What follows belongs to an exercise in optimizing a design on an open flow for small area; a production flow would make more cautious choices.
In this exercise RTL edits were held to simulation tests only and were not proved equivalent to the original.
The clock port is modelled as an ideal driver, which makes a skipped or thinned clock tree look cheaper than it is; a real chip needs a root buffer or a tree.
Power and IR drop assume default switching activity.

== P ==
==> flow/design.v (excerpt) <==
module ds18b20(
  input        CLOCK_50,
  input        Q_KEY ,
  input        ds_in,        
  output       ds_pull_low,  
  output [7:0] SEG7_SEG,
  output [3:0] SEG7_SEL
);
Settings: LEC_CHECK=0, ABC_AREA=1, CAP_MARGIN=0, CORE_MARGIN=2, CORE_UTILIZATION=40, SLEW_MARGIN=0; clock period 10.0 ns.
standard.sh (not shown) runs the stock make flow with config.mk's settings and CLKGATE_MAP_FILE= SYNTH_SCRIPT=/design/flow/synth_recipe.tcl, a recipe that flattens the netlist after the stock synthesis.
==> flow/flow/run.sh <==
#!/bin/bash
# Layout flow: the standard flow (standard.sh), with these changes:
#  - synthesis: ORFS's synthesis script unchanged except for the ABC
#    technology-mapping step, which uses an area-only script (deepsyn, then
#    area mapping) instead of ORFS's script, whose buffering and up-sizing
#    steps add area. Flip-flop mapping, flattening and renaming are as in
#    synth_recipe.tcl, so the registers are the standard synthesis's.
#    Synthesis runs NSEED times with different ABC seeds, in parallel, and
#    the netlist with the least cell area is laid out.
#  - every port gets a sky130_fd_sc_hd__buf_1 buffer (the standard flow uses
#    clkdlybuf4s50_1).
#  - after CTS, post_cts.tcl (if cts.env exists) replaces the clock tree with
#    a one-level tree of MY_CTS_NBUF buffers, one per cluster of flip-flops.
# Each make run's output goes to a log file in this folder; ORFS's own
# per-step logs are kept under orfs*/logs.
set -euo pipefail
W=$(pwd)
FD=$W/flow
NSEED=${NSEED:-4}

# synthesis core: ORFS's synth.tcl with the abc call pointed at our script
sed "s#log_cmd abc {\*}\$abc_args#log_cmd abc -script \$::env(MY_ABC_SCRIPT) {*}[lrange \$abc_args 2 end]#" \
  "$FLOW_HOME/scripts/synth.tcl" > $W/my_synth_core.tcl
grep -q "MY_ABC_SCRIPT" $W/my_synth_core.tcl

# The standard flow's synthesis script, sourcing the modified core
sed "s#source \$::env(SCRIPTS_DIR)/synth.tcl#source $W/my_synth_core.tcl#" \
  $W/synth_recipe.tcl > $W/my_synth.tcl
grep -q "my_synth_core.tcl" $W/my_synth.tcl

# The standard flow, with the synthesis script swapped
sed "s#SYNTH_SCRIPT=[^ ]*synth_recipe.tcl#SYNTH_SCRIPT=$W/my_synth.tcl#" standard.sh > $W/my_standard.sh
grep -q "my_synth.tcl" $W/my_standard.sh
grep -q "WORK_HOME=$W/orfs " $W/my_standard.sh

# synthesis trials
for i in $(seq 0 $((NSEED - 1))); do
  printf 'strash\n&get -n\n&deepsyn -T 60 -S %d\n&put\ndch\namap\n' $i > $W/abc_s$i.script
  sed "s#WORK_HOME=$W/orfs #WORK_HOME=$W/orfs_s$i #" $W/my_standard.sh > $W/my_standard_s$i.sh
  MY_ABC_SCRIPT=$W/abc_s$i.script bash $W/my_standard_s$i.sh synth > $W/synth_s$i.log 2>&1 &
done
wait
best=-1; best_area=1e30
for i in $(seq 0 $((NSEED - 1))); do
  a=$(grep -h "Chip area for module" $W/orfs_s$i/reports/*/ds18b20/base/synth_stat.txt | head -1 | awk '{print $NF}')
  echo "seed $i: synthesis cell area $a" | tee -a $W/synth_trials.log
  if [[ -n "$a" ]] && awk -v a="$a" -v b="$best_area" 'BEGIN {exit !(a < b)}'; then best=$i; best_area=$a; fi
done
echo "using seed $best ($best_area)" | tee -a $W/synth_trials.log
[[ $best -ge 0 ]]
mv $W/orfs_s$best $W/orfs

EXTRA=()
if [[ -f $FD/cts.env ]]; then
  source $FD/cts.env
  export MY_CTS_NBUF MY_CTS_BUF
  EXTRA+=("POST_CTS_TCL=$FD/post_cts.tcl")
fi
MY_ABC_SCRIPT=$W/abc_s$best.script bash $W/my_standard.sh finish \
  BUFFER_PORTS_ARGS="-buffer_cell sky130_fd_sc_hd__buf_1" "${EXTRA[@]}" > $W/flow_make.log 2>&1
Other scripts of this flow, unchanged in this note and not shown: flow/flow/cts.env, flow/flow/post_cts.tcl
For Q, these inputs were changed with respect to P:
Settings: changing CAP_MARGIN from 0 to 20; changing SLEW_MARGIN from 0 to 20.
### Flow results
- Between P and Q, the fraction of power consumed by the clock network figures differ only marginally.
- Q vs. P: cell depth of the worst setup path held steady, number of top-level pins held steady, via count of the first global-routing pass held steady, share of the core filled with cells in the final layout held steady.
In every run of this note, the design's own scripts or RTL, not TritonCTS, make the clock network.

## north
ds18b20 again, from the RTL that the note above started with.
clock: 10.0 ns
lec_check: 0
abc_area: 1
cap_margin: 20
core_margin: 2
core_utilization: 40
cts_cluster_diameter: 200
cts_cluster_size: 50
slew_margin: 20
==> flow/flow/run.sh <==
#!/bin/bash
# Layout flow: the standard flow, with one change to synthesis: the ABC
# technology-mapping step uses an area-only script (flow/area.abc) instead of
# ORFS's script, whose buffering and up-sizing steps add area. Everything
# else (yosys passes, flop mapping, flatten and rename, floorplan, power grid,
# placement, CTS, routing) is the standard flow.
set -euo pipefail
W=$(pwd)
FD=$W/flow

# synthesis core: ORFS's synth.tcl with the abc call pointed at our script
sed "s#log_cmd abc {\*}\$abc_args#log_cmd abc -script $FD/area.abc {*}[lrange \$abc_args 2 end]#" \
  "$FLOW_HOME/scripts/synth.tcl" > $W/my_synth_core.tcl
grep -q "area.abc" $W/my_synth_core.tcl

# The standard flow's synthesis script, sourcing the modified core
sed "s#source \$::env(SCRIPTS_DIR)/synth.tcl#source $W/my_synth_core.tcl#" \
  $W/synth_recipe.tcl > $W/my_synth.tcl
grep -q "my_synth_core.tcl" $W/my_synth.tcl

# The standard flow, with the synthesis script swapped
sed "s#SYNTH_SCRIPT=[^ ]*synth_recipe.tcl#SYNTH_SCRIPT=$W/my_synth.tcl#" standard.sh > $W/my_standard.sh
grep -q "my_synth.tcl" $W/my_standard.sh

bash $W/my_standard.sh finish BUFFER_PORTS_ARGS="-buffer_cell sky130_fd_sc_hd__buf_1" > $W/flow_make.log 2>&1
==> flow/flow/area.abc <==
strash
&get -n
&deepsyn -T 60
&put
dch
amap
The following lists how south was set up differently from north:
# north
export LEC_CHECK = 0
export ABC_AREA = 1
export CAP_MARGIN = 20
export CORE_MARGIN = 2
export CORE_UTILIZATION = 40
export CTS_CLUSTER_DIAMETER = 200
export CTS_CLUSTER_SIZE = 50
export SLEW_MARGIN = 20
create_clock -name core_clock -period 10.0 [get_ports {CLOCK_50}]
# south
export LEC_CHECK = 0
export ABC_AREA = 1
export CAP_MARGIN = 20
export CORE_MARGIN = 2
export CORE_UTILIZATION = 40
export CTS_CLUSTER_SIZE = 30
export SLEW_MARGIN = 20
create_clock -name core_clock -period 10.0 [get_ports {CLOCK_50}]
[summary]
The flow did not stop early for south: all stages ran, and the layout cleared the timing, design-rule and antenna checks. Diff south..north | non-clock buffer count | unchanged. Any difference in largest stage delay on the critical path between north and south is small enough to ignore. Going from north to south, met2 routed wirelength closely matched the old numbers, number of cell rows closely matched the old numbers, fraction of the mapped netlist area in simple logic gates closely matched the old numbers, number of enable-type register cells in the synthesized netlist closely matched the old numbers. Comparing north against south, there is no change at all in H-tree depth reported by CTS. Between south and north, the power does not differ in any meaningful way. north -> south: part of the Yosys area used for sequential elements flat. In terms of vertical die dimension, north and south differ only marginally. Between south and north, the clock share of power does not differ in any meaningful way.
Modified inputs, east compared to south
# south
export LEC_CHECK = 0
export ABC_AREA = 1
export CAP_MARGIN = 20
export CORE_MARGIN = 2
export CORE_UTILIZATION = 40
export CTS_CLUSTER_SIZE = 30
export SLEW_MARGIN = 20
create_clock -name core_clock -period 10.0 [get_ports {CLOCK_50}]
# east
export LEC_CHECK = 0
export ABC_AREA = 1
export CAP_MARGIN = 20
export CORE_MARGIN = 2
export CORE_UTILIZATION = 40
export SLEW_MARGIN = 20
create_clock -name core_clock -period 10.0 [get_ports {CLOCK_50}]
Findings:
- south completed every stage of the flow, and the final layout passed the timing, design-rule and antenna checks.
- east: no failed stages, no open violations at the end
- Taking south as the reference, in east top-level I/O count neither gained nor lost much, wire length of the first global-routing pass now sits at about the same level, total routing resource utilization after global routing neither gained nor lost much, accumulated negative setup slack about even.
Edits applied to the flow inputs when going from east to west:
-- flow/flow/run.sh --
<<< east, line 24

bash $W/my_standard.sh finish BUFFER_PORTS_ARGS="-buffer_cell sky130_fd_sc_hd__buf_1" > $W/flow_make.log 2>&1
>>> west, line 24

EXTRA=()
if [[ -f $FD/cts_args.txt ]]; then EXTRA+=("CTS_ARGS=$(cat $FD/cts_args.txt)"); fi
bash $W/my_standard.sh finish BUFFER_PORTS_ARGS="-buffer_cell sky130_fd_sc_hd__buf_1" "${EXTRA[@]}" > $W/flow_make.log 2>&1
==> flow/flow/cts_args.txt (new file) <==
-dont_use_dummy_load -buf_list sky130_fd_sc_hd__clkbuf_16
--- outcome ---
- Comparing west with east, the max-slew headroom at the worst pin came out essentially unchanged.
- When west is set beside east, its data arrival time of the worst path turns out to be 0.04 ns smaller.
- Per the comparison of west with east, worst setup slack increased by 0.038 ns relative to the old numbers; clock skew has increased.
- Logic gate share of total power delta (west -> east): insignificant
- Re fraction of area in registers: west and east aren't equal, and the higher value belongs to east.
- west ends up with a total power that is about 7% higher than in east.
- [compare] base=east new=west: register-to-register slack went up; maximum vdd ir drop went up.
Setup changes, west to middle
==> flow/flow/cts_args.txt <==
-sink_clustering_enable -sink_clustering_size 30 -sink_clustering_max_diameter 400 -dont_use_dummy_load -buf_list sky130_fd_sc_hd__clkbuf_8
Findings:
- ~same average vias per placed instance in west and middle
- Looking at share of the clock period used by the worst path after layout, middle sits 0.16 points above west.
- middle vs west: fraction of area in registers up
- Going from west to middle, post-route worst hold slack comparable; power now smaller; total number of tap cells comparable; synthesis-to-finish area growth now smaller.

oak:
ds18b20, a different RTL version from the one above (not shown whole).
Size: about 390 cells after synthesis, about 16 I/O pins, about 3200 sq um of cells after synthesis.
Settings: LEC_CHECK=0, ABC_AREA=1, CAP_MARGIN=20, CORE_MARGIN=2, CORE_UTILIZATION=40, SLEW_MARGIN=20; clock period 10.0 ns.
==> flow/flow/run.sh <==
#!/bin/bash
# Layout flow: the standard flow (standard.sh), with these changes:
#  - synthesis: ORFS's synthesis script unchanged except for the ABC
#    technology-mapping step, which uses an area-only script (deepsyn, then
#    area mapping) instead of ORFS's script, whose buffering and up-sizing
#    steps add area. Flip-flop mapping, flattening and renaming are as in
#    synth_recipe.tcl, so the registers are the standard synthesis's.
#    Synthesis runs NSEED times with different ABC seeds, in parallel, and
#    the netlist with the least cell area is laid out.
#  - every port gets a sky130_fd_sc_hd__buf_1 buffer (the standard flow uses
#    clkdlybuf4s50_1).
#  - after CTS, post_cts.tcl (if cts.env exists) replaces the clock tree
#    TritonCTS built with a smaller one: MY_CTS_NBUF cells of type MY_CTS_BUF,
#    each driving one balanced cluster of flip-flops, fed by the clock port or
#    by one MY_CTS_ROOT cell (two inverter levels keep the clock's polarity).
#    Every flip-flop's clock passes through the same number and types of cells.
# Each make run's output goes to a log file in this folder; ORFS's own
# per-step logs are kept under orfs*/logs.
set -euo pipefail
W=$(pwd)
FD=$W/flow
NSEED=${NSEED:-8}

# synthesis core: ORFS's synth.tcl with the abc call pointed at our script
sed "s#log_cmd abc {\*}\$abc_args#log_cmd abc -script \$::env(MY_ABC_SCRIPT) {*}[lrange \$abc_args 2 end]#" \
  "$FLOW_HOME/scripts/synth.tcl" > $W/my_synth_core.tcl
grep -q "MY_ABC_SCRIPT" $W/my_synth_core.tcl

# The standard flow's synthesis script, sourcing the modified core
sed "s#source \$::env(SCRIPTS_DIR)/synth.tcl#source $W/my_synth_core.tcl#" \
  $W/synth_recipe.tcl > $W/my_synth.tcl
grep -q "my_synth_core.tcl" $W/my_synth.tcl

# The standard flow, with the synthesis script swapped
sed "s#SYNTH_SCRIPT=[^ ]*synth_recipe.tcl#SYNTH_SCRIPT=$W/my_synth.tcl#" standard.sh > $W/my_standard.sh
grep -q "my_synth.tcl" $W/my_standard.sh
grep -q "WORK_HOME=$W/orfs " $W/my_standard.sh

# synthesis trials
for i in $(seq 0 $((NSEED - 1))); do
  printf 'strash\n&get -n\n&deepsyn -T 60 -S %d\n&put\ndch\namap\n' $i > $W/abc_s$i.script
  sed "s#WORK_HOME=$W/orfs #WORK_HOME=$W/orfs_s$i #" $W/my_standard.sh > $W/my_standard_s$i.sh
  MY_ABC_SCRIPT=$W/abc_s$i.script bash $W/my_standard_s$i.sh synth > $W/synth_s$i.log 2>&1 &
done
wait
best=-1; best_area=1e30
for i in $(seq 0 $((NSEED - 1))); do
  a=$(grep -h "Chip area for module" $W/orfs_s$i/reports/*/ds18b20/base/synth_stat.txt | head -1 | awk '{print $NF}')
  echo "seed $i: synthesis cell area $a" | tee -a $W/synth_trials.log
  if [[ -n "$a" ]] && awk -v a="$a" -v b="$best_area" 'BEGIN {exit !(a < b)}'; then best=$i; best_area=$a; fi
done
echo "using seed $best ($best_area)" | tee -a $W/synth_trials.log
[[ $best -ge 0 ]]
mv $W/orfs_s$best $W/orfs

EXTRA=()
if [[ -f $FD/cts.env ]]; then
  MY_CTS_ROOT=
  source $FD/cts.env
  export MY_CTS_NBUF MY_CTS_BUF MY_CTS_ROOT
  EXTRA+=("POST_CTS_TCL=$FD/post_cts.tcl")
fi
MY_ABC_SCRIPT=$W/abc_s$best.script bash $W/my_standard.sh finish \
  BUFFER_PORTS_ARGS="-buffer_cell sky130_fd_sc_hd__buf_1" "${EXTRA[@]}" > $W/flow_make.log 2>&1
==> flow/flow/post_cts.tcl <==
# POST_CTS hook: replace the clock tree TritonCTS built with a smaller tree:
# NBUF cells of type MY_CTS_BUF, each placed at the centre of a balanced
# cluster of flip-flops and driving that cluster's clock pins, fed by the clock
# port directly or through one MY_CTS_ROOT cell. Every flip-flop's clock passes
# through the same number and types of cells.
set nbuf  $::env(MY_CTS_NBUF)
set bufm  $::env(MY_CTS_BUF)
set db    [ord::get_db]
set block [ord::get_db_block]
set master [$db findMaster $bufm]
set root  [$block findNet CLOCK_50]

# clock sinks (flip-flop CLK pins) on the nets TritonCTS made, and the cells it added
set sinks {}
set old_insts {}
set old_nets {}
foreach net [$block getNets] {
  set name [$net getName]
  if {![string match "clknet_*" $name]} { continue }
  lappend old_nets $net
  foreach it [$net getITerms] {
    set inst [$it getInst]
    set mname [[$inst getMaster] getName]
    if {[string match "*clkbuf*" $mname] || [string match "clkload*" [$inst getName]] || [string match "clkbuf_*" [$inst getName]]} {
      if {[lsearch -exact $old_insts $inst] < 0} { lappend old_insts $inst }
    } else {
      lappend sinks $it
    }
  }
}
foreach it [$root getITerms] {
  set inst [$it getInst]
  if {[lsearch -exact $old_insts $inst] < 0} { lappend sinks $it }
}
puts "post_cts: [llength $sinks] clock sinks, removing [llength $old_insts] cells and [llength $old_nets] nets"
foreach it $sinks { $it disconnect }
foreach inst $old_insts {
  foreach it [$inst getITerms] { if {[$it getNet] ne "NULL"} { $it disconnect } }
  odb::dbInst_destroy $inst
}
foreach net $old_nets { odb::dbNet_destroy $net }

# k-means on the sink locations
set pts {}
foreach it $sinks {
  set bb [[$it getInst] getBBox]
  lappend pts [list [expr {([$bb xMin] + [$bb xMax]) / 2.0}] [expr {([$bb yMin] + [$bb yMax]) / 2.0}]]
}
set n [llength $pts]
set cap [expr {($n + $nbuf - 1) / $nbuf}]
set sorted [lsort -real -index 0 $pts]
set cent {}
for {set k 0} {$k < $nbuf} {incr k} {
  lappend cent [lindex $sorted [expr {int(($k + 0.5) * $n / $nbuf)}]]
}
# balanced k-means: each cluster takes at most cap sinks, nearest pairs first
for {set iter 0} {$iter < 30} {incr iter} {
  set pairs {}
  set i 0
  foreach p $pts {
    for {set k 0} {$k < $nbuf} {incr k} {
      set c [lindex $cent $k]
      lappend pairs [list [expr {abs([lindex $p 0] - [lindex $c 0]) + abs([lindex $p 1] - [lindex $c 1])}] $i $k]
    }
    incr i
  }
  set assign [lrepeat $n -1]
  set fill [lrepeat $nbuf 0]
  foreach pr [lsort -real -index 0 $pairs] {
    lassign $pr dd i k
    if {[lindex $assign $i] >= 0 || [lindex $fill $k] >= $cap} { continue }
    lset assign $i $k
    lset fill $k [expr {[lindex $fill $k] + 1}]
  }
  set newc {}
  for {set k 0} {$k < $nbuf} {incr k} {
    set sx 0; set sy 0; set m 0
    foreach p $pts a $assign { if {$a == $k} { set sx [expr {$sx + [lindex $p 0]}]; set sy [expr {$sy + [lindex $p 1]}]; incr m } }
    if {$m > 0} { lappend newc [list [expr {$sx / $m}] [expr {$sy / $m}]] } else { lappend newc [lindex $cent $k] }
  }
  set cent $newc
}

# optional root cell (an inverter, with inverting leaves, keeps the polarity)
set leaf_in $root
if {[info exists ::env(MY_CTS_ROOT)] && $::env(MY_CTS_ROOT) ne ""} {
  set rinst [odb::dbInst_create $block [$db findMaster $::env(MY_CTS_ROOT)] "clkroot_my"]
  set leaf_in [odb::dbNet_create $block "clknet_my_root"]
  $leaf_in setSigType CLOCK
  foreach it [$rinst getITerms] {
    set mt [[$it getMTerm] getName]
    if {$mt eq "A"} { $it connect $root }
    if {$mt eq "X" || $mt eq "Y"} { $it connect $leaf_in }
  }
  set sx 0; set sy 0
  foreach c $cent { set sx [expr {$sx + [lindex $c 0]}]; set sy [expr {$sy + [lindex $c 1]}] }
  $rinst setLocation [expr {int($sx / $nbuf)}] [expr {int($sy / $nbuf)}]
  $rinst setPlacementStatus PLACED
  puts "post_cts: root $::env(MY_CTS_ROOT)"
}
for {set k 0} {$k < $nbuf} {incr k} {
  set inst [odb::dbInst_create $block $master "clkbuf_my_$k"]
  set net  [odb::dbNet_create $block "clknet_my_$k"]
  $net setSigType CLOCK
  foreach it [$inst getITerms] {
    set mt [[$it getMTerm] getName]
    if {$mt eq "A"} { $it connect $leaf_in }
    if {$mt eq "X" || $mt eq "Y"} { $it connect $net }
  }
  set c [lindex $cent $k]
  $inst setLocation [expr {int([lindex $c 0])}] [expr {int([lindex $c 1])}]
  $inst setPlacementStatus PLACED
  set m 0
  foreach it $sinks a $assign { if {$a == $k} { $it connect $net; incr m } }
  puts "post_cts: clkbuf_my_$k ($bufm) drives $m sinks"
}
detailed_placement
check_placement -verbose
estimate_parasitics -placement
report_clock_skew
Other scripts of this flow, unchanged in this note and not shown: flow/flow/cts.env
Modified inputs, pine compared to oak
--- a/flow/flow/run.sh
+++ b/flow/flow/run.sh
@@ -10,9 +10,6 @@
 #  - every port gets a sky130_fd_sc_hd__buf_1 buffer (the standard flow uses
 #    clkdlybuf4s50_1).
-#  - after CTS, post_cts.tcl (if cts.env exists) replaces the clock tree
-#    TritonCTS built with a smaller one: MY_CTS_NBUF cells of type MY_CTS_BUF,
-#    each driving one balanced cluster of flip-flops, fed by the clock port or
-#    by one MY_CTS_ROOT cell (two inverter levels keep the clock's polarity).
-#    Every flip-flop's clock passes through the same number and types of cells.
+#  - after CTS, post_cts.tcl (if cts.env exists) replaces the clock tree with
+#    a one-level tree of MY_CTS_NBUF buffers, one per cluster of flip-flops.
 # Each make run's output goes to a log file in this folder; ORFS's own
 # per-step logs are kept under orfs*/logs.
@@ -20,5 +17,5 @@
 W=$(pwd)
 FD=$W/flow
-NSEED=${NSEED:-8}
+NSEED=${NSEED:-4}
 
 # synthesis core: ORFS's synth.tcl with the abc call pointed at our script
@@ -56,7 +53,6 @@
 EXTRA=()
 if [[ -f $FD/cts.env ]]; then
-  MY_CTS_ROOT=
   source $FD/cts.env
-  export MY_CTS_NBUF MY_CTS_BUF MY_CTS_ROOT
+  export MY_CTS_NBUF MY_CTS_BUF
   EXTRA+=("POST_CTS_TCL=$FD/post_cts.tcl")
 fi
--- a/flow/flow/post_cts.tcl
+++ b/flow/flow/post_cts.tcl
@@ -1,7 +1,6 @@
-# POST_CTS hook: replace the clock tree TritonCTS built with a smaller tree:
-# NBUF cells of type MY_CTS_BUF, each placed at the centre of a balanced
-# cluster of flip-flops and driving that cluster's clock pins, fed by the clock
-# port directly or through one MY_CTS_ROOT cell. Every flip-flop's clock passes
-# through the same number and types of cells.
+# POST_CTS hook: replace the clock tree TritonCTS built with a one-level tree:
+# the clock port drives NBUF clock buffers, each placed at the centre of a
+# cluster of flip-flops and driving that cluster's clock pins. Every
+# flip-flop's clock passes through exactly one buffer of the same type.
 set nbuf  $::env(MY_CTS_NBUF)
 set bufm  $::env(MY_CTS_BUF)
@@ -82,21 +81,4 @@
 }
 
-# optional root cell (an inverter, with inverting leaves, keeps the polarity)
-set leaf_in $root
-if {[info exists ::env(MY_CTS_ROOT)] && $::env(MY_CTS_ROOT) ne ""} {
-  set rinst [odb::dbInst_create $block [$db findMaster $::env(MY_CTS_ROOT)] "clkroot_my"]
-  set leaf_in [odb::dbNet_create $block "clknet_my_root"]
-  $leaf_in setSigType CLOCK
-  foreach it [$rinst getITerms] {
-    set mt [[$it getMTerm] getName]
-    if {$mt eq "A"} { $it connect $root }
-    if {$mt eq "X" || $mt eq "Y"} { $it connect $leaf_in }
-  }
-  set sx 0; set sy 0
-  foreach c $cent { set sx [expr {$sx + [lindex $c 0]}]; set sy [expr {$sy + [lindex $c 1]}] }
-  $rinst setLocation [expr {int($sx / $nbuf)}] [expr {int($sy / $nbuf)}]
-  $rinst setPlacementStatus PLACED
-  puts "post_cts: root $::env(MY_CTS_ROOT)"
-}
 for {set k 0} {$k < $nbuf} {incr k} {
   set inst [odb::dbInst_create $block $master "clkbuf_my_$k"]
@@ -105,6 +87,6 @@
   foreach it [$inst getITerms] {
     set mt [[$it getMTerm] getName]
-    if {$mt eq "A"} { $it connect $leaf_in }
-    if {$mt eq "X" || $mt eq "Y"} { $it connect $net }
+    if {$mt eq "A"} { $it connect $root }
+    if {$mt eq "X"} { $it connect $net }
   }
   set c [lindex $cent $k]
## What came out
- oak -> pine: number of standard cells after synthesis decreased by a few percent
- Fmax on pine is ahead of oak.
- Most common cell after layout, fill and taps aside = sky130_fd_sc_hd__clkinv_1: oak; most common cell after layout, fill and taps aside = sky130_fd_sc_hd__o21ai_0: pine
- Hold slack: oak vs pine, no meaningful difference
- Diff oak -> pine: power after layout lost 3.8%, cell count saw a decrease, overall routed net length went up.
No run of this note takes its clock network from TritonCTS; it comes from the design's own scripts or RTL.

==> separate check: timing with driven ports <==
The results above use ideal ports. As a check the final layouts listed here were re-extracted and re-timed, cells and wires unchanged. Step 1 assumes that a clkbuf_16 drives the clock port and a buf_2 every other input. Step 2 also shifts input and output timing later by t, the mid clock arrival at the registers, as if the neighbouring blocks saw the same clock. a / b / c = ideal / step 1 / step 2; a / b = the first two.
run	t (ns)	setup slack, ns	hold slack, ns	worst setup path after step 2	clock arrival spread, ns
P	0.210	4.339 / 4.280 / 4.489	0.368 / 0.368 / 0.368	register to output	0.017 / 0.017
Q	0.210	4.339 / 4.280 / 4.489	0.368 / 0.368 / 0.368	register to output	0.017 / 0.017
north	0.367	3.804 / 3.774 / 4.142	0.364 / 0.364 / 0.364	register to output	0.005 / 0.005
south	0.367	3.804 / 3.774 / 4.142	0.364 / 0.364 / 0.364	register to output	0.005 / 0.005
east	0.367	3.804 / 3.774 / 4.142	0.364 / 0.364 / 0.364	register to output	0.005 / 0.005
west	0.348	3.842 / 3.809 / 4.157	0.362 / 0.362 / 0.362	register to output	0.013 / 0.013
middle	0.359	3.826 / 3.796 / 4.156	0.359 / 0.359 / 0.359	register to output	0.020 / 0.019
oak	0.200	3.961 / 3.905 / 4.105	0.359 / 0.359 / 0.359	register to output	0.006 / 0.006
pine	0.205	4.805 / 4.750 / 4.955	0.356 / 0.356 / 0.356	register to output	0.019 / 0.019
After both steps every run listed still meets setup and hold.
